What follows belongs to an exercise in optimizing a design on an open flow for small area, a short achievable clock period and few clock cycles; a production flow would make more cautious choices.
The RTL was checked by simulation tests, not by an equivalence proof against the original design.

### config.mk
export PLATFORM = sky130hd
export DESIGN_NAME = PKC_TOP_serial
export DESIGN_NICKNAME = PKC_TOP_serial
export VERILOG_FILES = /design/flow/design.v
export SDC_FILE = /design/flow/constraint.sdc
export NUM_CORES = 4
export LEC_CHECK = 0
export CAP_MARGIN = 20
export CORE_MARGIN = 2
export CORE_UTILIZATION = 30
export SLEW_MARGIN = 20
### run.sh
#!/bin/bash
# synth_recipe.tcl (not shown) runs the flow's synth.tcl, then flattens the netlist and writes it again
# the make line also repeats each setting of config.mk as NAME=value (left out here)
make -C /OpenROAD-flow-scripts/flow DESIGN_CONFIG=/design/flow/config.mk WORK_HOME=/design/flow/orfs CLKGATE_MAP_FILE= SYNTH_SCRIPT=/design/flow/synth_recipe.tcl finish
### constraint.sdc
create_clock -name core_clock -period 30.0 [get_ports {clk}]
set_input_delay 6.0000 -clock core_clock [delete_from_list [all_inputs] [get_ports {clk}]]
set_output_delay 6.0000 -clock core_clock [all_outputs]
set_load 0.01 [all_outputs]
### design.v
`timescale 1ns / 1ps
`timescale 1ns / 1ps
`timescale 1ns / 1ps
`timescale 1ns / 1ps
module PKC_TOP_serial(  clk, reset, start,                                                               
                        KeyGen_TRNG_in, KeyGen_Gaussian_in, KeyGen_TRNG_take, KeyGen_Gaussian_take,      
                        Enc_Gaussian_in, Enc_Gaussian_take, message,                                     
                        dec_msg_ready, dec_message                                                       
                      );
parameter N = 16;
input clk, start, reset;
input [6:0] KeyGen_TRNG_in, KeyGen_Gaussian_in;
input [6:0] Enc_Gaussian_in;
input [N-1:0] message;
output reg [N-1:0] dec_message;
output reg dec_msg_ready;
output reg KeyGen_TRNG_take, KeyGen_Gaussian_take, Enc_Gaussian_take;
function [6:0] red;
    input [10:0] v;
    reg [6:0] k;
    begin
        case (v[10:5])
            6'd0: k = 7'd0;
            6'd1: k = 7'd0;
            6'd2: k = 7'd0;
            6'd3: k = 7'd0;
            6'd4: k = 7'd97;
            6'd5: k = 7'd97;
            6'd6: k = 7'd97;
            6'd7: k = 7'd66;
            6'd8: k = 7'd66;
            6'd9: k = 7'd66;
            6'd10: k = 7'd35;
            6'd11: k = 7'd35;
            6'd12: k = 7'd35;
            6'd13: k = 7'd4;
            6'd14: k = 7'd4;
            6'd15: k = 7'd4;
            6'd16: k = 7'd101;
            6'd17: k = 7'd101;
            6'd18: k = 7'd101;
            6'd19: k = 7'd70;
            6'd20: k = 7'd70;
            6'd21: k = 7'd70;
            6'd22: k = 7'd39;
            6'd23: k = 7'd39;
            6'd24: k = 7'd39;
            6'd25: k = 7'd8;
            6'd26: k = 7'd8;
            6'd27: k = 7'd8;
            6'd28: k = 7'd105;
            6'd29: k = 7'd105;
            6'd30: k = 7'd105;
            6'd31: k = 7'd74;
            6'd32: k = 7'd74;
            6'd33: k = 7'd74;
            6'd34: k = 7'd43;
            6'd35: k = 7'd43;
            6'd36: k = 7'd43;
            6'd37: k = 7'd12;
            6'd38: k = 7'd12;
            6'd39: k = 7'd12;
            6'd40: k = 7'd109;
            6'd41: k = 7'd109;
            6'd42: k = 7'd109;
            6'd43: k = 7'd78;
            6'd44: k = 7'd78;
            6'd45: k = 7'd78;
            6'd46: k = 7'd47;
            6'd47: k = 7'd47;
            6'd48: k = 7'd47;
            6'd49: k = 7'd16;
            6'd50: k = 7'd16;
            6'd51: k = 7'd16;
            6'd52: k = 7'd113;
            6'd53: k = 7'd113;
            6'd54: k = 7'd113;
            6'd55: k = 7'd82;
            6'd56: k = 7'd82;
            6'd57: k = 7'd82;
            6'd58: k = 7'd51;
            6'd59: k = 7'd51;
            6'd60: k = 7'd51;
            6'd61: k = 7'd20;
            6'd62: k = 7'd20;
            6'd63: k = 7'd20;
            default: k = 7'd0;
        endcase
        red = v[6:0] - k;
    end
endfunction
function [6:0] neg;
    input [6:0] x;
    begin
        neg = (x <= 7'd97) ? (7'd97 - x) : (8'd194 - x);
    end
endfunction
function [6:0] mulpow;
    input [6:0] x;
    input integer b;
    reg [13:0] pr;
    begin
        pr = x * ((1 << b) % 97);
        mulpow = pr % 97;
    end
endfunction
reg run;
reg [5:0] t;
wire ph1  = run && (t < 6'd16);
wire ph2  = run && (t >= 6'd17) && (t <= 6'd32);
wire ph3  = run && (t >= 6'd33) && (t <= 6'd48);
wire first = (t == 6'd17) || (t == 6'd33);    
wire cap   = (t == 6'd32);                      
wire fin   = run && (t == 6'd49);
always @(posedge clk) begin
    if (reset) begin
        run <= 1'b0;
        t <= 6'd0;
        dec_msg_ready <= 1'b0;
        KeyGen_TRNG_take <= 1'b0;
        KeyGen_Gaussian_take <= 1'b0;
        Enc_Gaussian_take <= 1'b0;
    end else if (start) begin
        run <= 1'b1;
        t <= 6'd0;
        dec_msg_ready <= 1'b0;
        KeyGen_TRNG_take <= 1'b1;
        KeyGen_Gaussian_take <= 1'b1;
        Enc_Gaussian_take <= 1'b1;
    end else if (run) begin
        t <= t + 1'b1;
        if (t == 6'd15) KeyGen_TRNG_take <= 1'b0;
        if (t == 6'd31) KeyGen_Gaussian_take <= 1'b0;
        if (t == 6'd47) Enc_Gaussian_take <= 1'b0;
        if (t == 6'd49) begin
            run <= 1'b0;
            dec_msg_ready <= 1'b1;
        end
    end
end
reg [6:0] gq, rq;    
reg mbit;            
always @(posedge clk) begin
    gq <= KeyGen_Gaussian_in;
    rq <= Enc_Gaussian_in;
    mbit <= message[t[3:0]];
end
reg [6:0] Y1 [0:N-1];
reg [6:0] Y2 [0:N-1];
reg [6:0] ACC1 [0:N-1];
reg [6:0] ACC2 [0:N-1];
reg [6:0] Sbuf [0:N-1];
reg [6:0] Rbuf [0:N-1];
wire [6:0] s_j = Sbuf[0];
wire [6:0] r_j = Rbuf[0];
wire [6:0] X1 [0:6];
wire [6:0] X2 [0:6];
genvar b, p;
generate
    for (b = 0; b < 7; b = b + 1) begin : g_mul
        wire [6:0] sm = mulpow(s_j, b);
        wire [6:0] rm = mulpow(r_j, b);
        assign X1[b] = ph3 ? rm : sm;
        assign X2[b] = ph3 ? (7'd97 - sm) : rm;
    end
endgenerate
wire [7:0] inj1 = ph3 ? ({1'b0, ~rq} + (mbit ? 8'd116 : 8'd67)) : {1'b0, gq};
wire [6:0] inj2 = ph3 ? 7'd0 : rq;
wire [6:0] res1 [0:N-1];
wire [6:0] res2 [0:N-1];
generate
    for (p = 0; p < N; p = p + 1) begin : g_lane
        reg [10:0] v1, v2;
        integer k;
        always @(*) begin
            v1 = first ? 11'd0 : {4'd0, ACC1[p]};
            v2 = first ? 11'd0 : {4'd0, ACC2[p]};
            for (k = 0; k < 7; k = k + 1) begin
                if (Y1[p][k]) v1 = v1 + X1[k];
                if (Y2[p][k]) v2 = v2 + X2[k];
            end
            if (p == 0) begin
                v1 = v1 + inj1;
                v2 = v2 + inj2;
            end
        end
        if (p == 0) begin : g_wrap
            assign res1[N-1] = neg(red(v1));
            assign res2[N-1] = neg(red(v2));
        end else begin : g_mid
            assign res1[p-1] = red(v1);
            assign res2[p-1] = red(v2);
        end
    end
endgenerate
integer i;
always @(posedge clk) begin
    for (i = 0; i < N; i = i + 1) begin
        if (ph1) begin
            Y1[i] <= (i == N-1) ? KeyGen_TRNG_in : Y1[(i+1) % N];
            Y2[i] <= (i == N-1) ? KeyGen_TRNG_in : Y2[(i+1) % N];
            Sbuf[i] <= (i == N-1) ? KeyGen_Gaussian_in : Sbuf[(i+1) % N];
            Rbuf[i] <= (i == N-1) ? Enc_Gaussian_in : Rbuf[(i+1) % N];
        end
        if (ph2 || ph3) begin
            Sbuf[i] <= Sbuf[(i+1) % N];
            Rbuf[i] <= Rbuf[(i+1) % N];
            ACC1[i] <= res1[i];
            ACC2[i] <= res2[i];
        end
        if (cap) begin
            Y1[i] <= res1[i];
            Y2[i] <= res2[i];
        end
    end
end
always @(posedge clk) begin
    if (fin)
        for (i = 0; i < N; i = i + 1)
            dec_message[i] <= dec(ACC1[i], ACC2[i]);
end
function dec;
    input [6:0] x, y;
    reg [7:0] d;
    begin
        d = x + y;
        dec = (d >= 8'd25 && d <= 8'd71) || (d >= 8'd122 && d <= 8'd168) || (d >= 8'd219);
    end
endfunction
endmodule
==> summary.txt <==
-- cell usage in the layout (no fill, tap or decap), types with 59 or more instances in the layout --
cell	instances
sky130_fd_sc_hd__or2_2	88
sky130_fd_sc_hd__edfxtp_1	688
sky130_fd_sc_hd__nand2b_1	219
sky130_fd_sc_hd__nor3_1	254
sky130_fd_sc_hd__nand3_1	226
sky130_fd_sc_hd__a21oi_1	1691
sky130_fd_sc_hd__buf_4	214
sky130_fd_sc_hd__o31ai_1	109
sky130_fd_sc_hd__mux2i_1	305
sky130_fd_sc_hd__clkdlybuf4s50_1	59
sky130_fd_sc_hd__nor4_1	68
sky130_fd_sc_hd__a21o_1	579
sky130_fd_sc_hd__nor2_1	1348
sky130_fd_sc_hd__mux2_2	606
sky130_fd_sc_hd__xor2_1	374
sky130_fd_sc_hd__o211ai_1	150
sky130_fd_sc_hd__o211a_1	68
sky130_fd_sc_hd__inv_1	1635
sky130_fd_sc_hd__o21a_1	381
sky130_fd_sc_hd__and2_1	419
sky130_fd_sc_hd__o21bai_1	383
sky130_fd_sc_hd__nor2b_1	338
sky130_fd_sc_hd__fa_1	275
sky130_fd_sc_hd__a211oi_1	148
sky130_fd_sc_hd__ha_1	1952
sky130_fd_sc_hd__a21boi_0	141
sky130_fd_sc_hd__clkbuf_16	108
sky130_fd_sc_hd__xnor2_1	1230
sky130_fd_sc_hd__o21ai_0	1567
sky130_fd_sc_hd__a211o_1	98
sky130_fd_sc_hd__nand4_1	73
sky130_fd_sc_hd__and3_1	103
sky130_fd_sc_hd__a31oi_1	108
sky130_fd_sc_hd__or3_1	99
sky130_fd_sc_hd__nand2_1	1523
-- through the flow --
stage	util (%)
4_1_cts	32.69
3_5_place_dp	31.99
3_3_place_gp	31.99
2_1_floorplan	-
6_report	32.71
5_1_grt	32.70
-- state kept, by name (all words and copies together) (netlist names), 16 cells and up --
name         flops
ACC2           112
dec_message     16
Y2             112
Y1             112
ACC1           112
Rbuf           112
Sbuf           112
-- critical path, delay by kind of cell, from the launching register on --
kind | cells | cell delay [ps]
AO/OA/AOI/OAI | 26 | 6210
XOR/XNOR | 3 | 1310
adder cells (fa/ha/maj) | 9 | 2910
buffers and inverters | 13 | 3280
flip-flops | 1 | 600
multiplexers | 2 | 620
AND/OR/NAND/NOR | 23 | 4720
-- final cells by class --
cell class / instances / share of cell area (%)
sequential: 714 / 13.04
clock buffer: 125 / 1.716
antenna: 12 / 0.01849
multi-input combinational: 16060 / 74.38
timing repair buffer: 280 / 1.428
tap: 6655 / 5.127
clock inverter: 61 / 0.4068
inverter: 1676 / 3.879
-- cell usage after synthesis (all sizes together) (152+ instances only) --
cell    number
clkbuf     502
a211oi     158
a21oi     1735
nand2b     220
nor2b      339
xnor2     1235
edfxtp     688
o21a       384
ha        1952
mux2i      330
o21ai     1619
a21o       579
nor3       258
and2       426
xor2       376
mux2       607
o211ai     152
o21bai     385
nor2      1357
fa         275
nand2     1527
inv       1646
nand3      231
-- cells by family after synthesis --
family / Yosys count / synth area share (%)
adders and majority gates: 2280 / 20.41
buffers and inverters: 2249 / 5.744
AOI/OAI and AO/OA: 6156 / 26.23
DFF: 714 / 14.19
xor gates and xnor gates: 1674 / 10.42
and+or+nand+nor: 5008 / 16.11
muxes: 943 / 6.893
-- how the worst max path moves through the flow --
stage / startpoint / end / slack, ps / cells after the start
final: Sbuf[0][1]$_DFFE_PP_ / Y2[15][4]$_DFFE_PP_ / 10010 / 76
after global routing: Sbuf[0][1]$_DFFE_PP_ / Y2[15][3]$_DFFE_PP_ / 8480 / 78
after CTS: Sbuf[0][1]$_DFFE_PP_ / Y2[15][4]$_DFFE_PP_ / 10500 / 76
after detailed placement: Sbuf[0][1]$_DFFE_PP_ / Y2[15][3]$_DFFE_PP_ / 10530 / 76
after global placement: Sbuf[0][0]$_DFFE_PP_ / Y2[15][3]$_DFFE_PP_ / 10600 / 75
after floorplan: Rbuf[0][1]$_DFFE_PP_ / Y1[15][4]$_DFFE_PP_ / 11160 / 85
-- layer usage --
layer  GRT usage, %  vias to the layer above  wire [um]  share of wire (%)
met5              0                        -         13             0.0023
met4          11.19                        2      34290                6.2
met3          3.207                     1027      48380                8.7
met2          32.57                     5350     236200                 42
met1          28.33                    67560     238100                 43
li1               -                    68180          -                  -
==> flow_summary.rst <==
.. list-table::
   :header-rows: 1

   * - Metric
     - Value
   * - Minimum clock period after layout
     - 19990 ps
   * - Synth async-reset ratio
     - 0%
   * - Worst Path Class, Setup
     - reg2reg
   * - Per-cell via count in the routed design
     - 5.555
   * - Final layout net count
     - 21100
   * - Cell count after placement
     - approximately 25000
   * - Prevailing post-synth register cell
     - sky130_fd_sc_hd__edfxtp_1
   * - Routed wire length
     - 557000 um
   * - Number of pins with negative max-slew slack in the final report
     - 0
   * - Starting density of the core
     - 30.06%
   * - Vias
     - 142100
   * - #FFs+latches synth
     - just over 700
   * - Core area
     - 496500 um2
   * - Initial DRC Count
     - 13790
   * - Number of buffers inserted by port buffering
     - a little under 60
   * - Maximum root-to-sink buffer count
     - 4
   * - Synth cell types
     - 140
   * - Horizontal die dimension
     - between 700 and 800 um
   * - Count of warnings emitted by yosys
     - 7
   * - Most area-hungry cell type in the Yosys netlist
     - sky130_fd_sc_hd__ha_1
   * - Crit. End Element
     - register
   * - Slack of the critical path
     - 10010 ps
   * - Synthesized area per cell
     - 7.845 um2
   * - Post_cts resized
     - 0
   * - Fraction of layout instances using a drive strength above 1
     - 7.094%
   * - Status
     - finished clean
   * - RePlAce Congestion
     - approximately 0.94
   * - Share of the yosys chip area belonging to registers
     - between 10 and 15%
   * - CP Max Fanout
     - 35
   * - Startpoint kind of the worst setup timing path
     - register
   * - Number of synthesized flops with an enable pin
     - 688
   * - Clock sink count
     - 714
   * - Worst slack, placed
     - roughly 11000 ps
   * - Setup TNS
     - 0 ps
   * - Chip height
     - 709.3 um
   * - Share of the clock period used by the worst path
     - 66.62%
   * - Count of TritonRoute iterations in the first routing pass
     - 6
   * - Die footprint
     - 503100 um2
   * - Fill cell total of the finished layout
     - 52050
   * - Area growth from synthesis to layout
     - 8.818%
   * - Post-detailed-route wirelength per cell
     - about 22 um
   * - Hold path cells
     - 0
   * - Clock transition at the register clock pins on the worst setup and hold paths after CTS
     - 70 ps
   * - Number of buffers inserted during clock tree synthesis
     - approximately 100
   * - CTS root buf
     - sky130_fd_sc_hd__clkbuf_16
   * - Global-route congestion overflow total
     - 0
   * - Setup repair after global routing missed its margin
     - no
   * - Vias in the first global route
     - 129700
   * - Pin count of the biggest net entering global routing
     - around 120
   * - Post-CTS Setup Repair Bufs
     - 0
   * - DRC violation count after routing
     - 0
   * - Worst reg-to-reg path cell count
     - 76
   * - Final hold violation count
     - 0
   * - Post-layout instance area
     - 162400 um2
   * - Count of non-filler cells in the finished layout
     - ~26000
   * - Clock insertion delay at the later pin of the skew report
     - roughly 910 ps
   * - Hold slack final
     - ~410 ps
   * - End of the worst register-to-register path
     - Y2[15][4]$_DFFE_PP_
   * - Area of all sequential standard cells
     - 21180 um2
   * - Antenna violations before repair
     - 35
   * - Area share of the largest cell type after synthesis
     - approximately 16%
   * - Slowest cell on crit path
     - sky130_fd_sc_hd__xnor2_1
   * - Antenna Nets Post-Route
     - 0
   * - Hold-fix buffer count after cts
     - 0
   * - Most prevalent standard cell on the critical path
     - sky130_fd_sc_hd__inv_1
   * - Global-route wire length before repair
     - 813600 um
   * - Required time of the critical path
     - roughly 31000 ps
   * - Mapped Nets
     - 21290
   * - Hold Path End
     - Sbuf[11][3]$_DFFE_PP_
   * - Placed instance area
     - around 160000 um2
   * - Worst-case headroom to the max-slew limit
     - 21.21%
   * - # rows
     - around 260
   * - Slew of the pin with the lowest slew margin
     - 1169 ps
   * - Source of the worst register-to-register timing path
     - Sbuf[0][1]$_DFFE_PP_
   * - Overall routing resource usage
     - 21.12%
   * - Setup slack, reg-to-reg
     - between 10000 and 15000 ps
   * - Reported max-cap violation count
     - 0
   * - Post-synthesis cell count
     - 19020
   * - I/O pin cnt
     - 60
   * - Classification of the worst-slack hold path
     - reg2reg
   * - Highest cell delay on the worst timing path
     - 710 ps
   * - Post-DP HPWL
     - slightly above 400000 um
   * - Multi-input gate area in the final layout
     - 120800 um2
   * - Upper clock frequency limit
     - 50.03 MHz
   * - TritonCTS clock tree
     - yes
   * - Top cells by area in the synthesized netlist
     - sky130_fd_sc_hd__ha_1 (16%), sky130_fd_sc_hd__edfxtp_1 (14%), sky130_fd_sc_hd__xnor2_1 (7.2%)
   * - Combined area of all synthesized cells
     - 149200 um2
   * - Count of H-tree levels built during CTS
     - 3
   * - Origin of the worst min-delay path
     - Sbuf[12][3]$_DFFE_PP_
   * - Setup-failing EPs final
     - 0
   * - Critical Path AT
     - 20650 ps
   * - Setup Skew
     - 111.5 ps
Testbench counts, summed over its fixed seeds: cycles 3,264.

==> separate check: timing with driven ports <==
In the flow no input, the clock included, has a driving cell. The finished layout below was timed again as built, in two steps. Step 1 assumes that a clkbuf_16 drives the clock port and a buf_2 every other input. Step 2 also shifts input and output timing later by t, the mid clock arrival at the registers, as if the neighbouring blocks saw the same clock. a / b / c = no drivers / after step 1 / after step 2; a / b = the first two.
shift t [ns]: 0.963
setup WS [ns]: 10.013 / 10.013 / 10.013
latest minus earliest clock arrival (ns): 0.115 / 0.116
After both steps setup and hold are still met in this run. For this run, drivers alone change the setup slack by 0.000 ns; drivers and shift together by 0.000 ns.
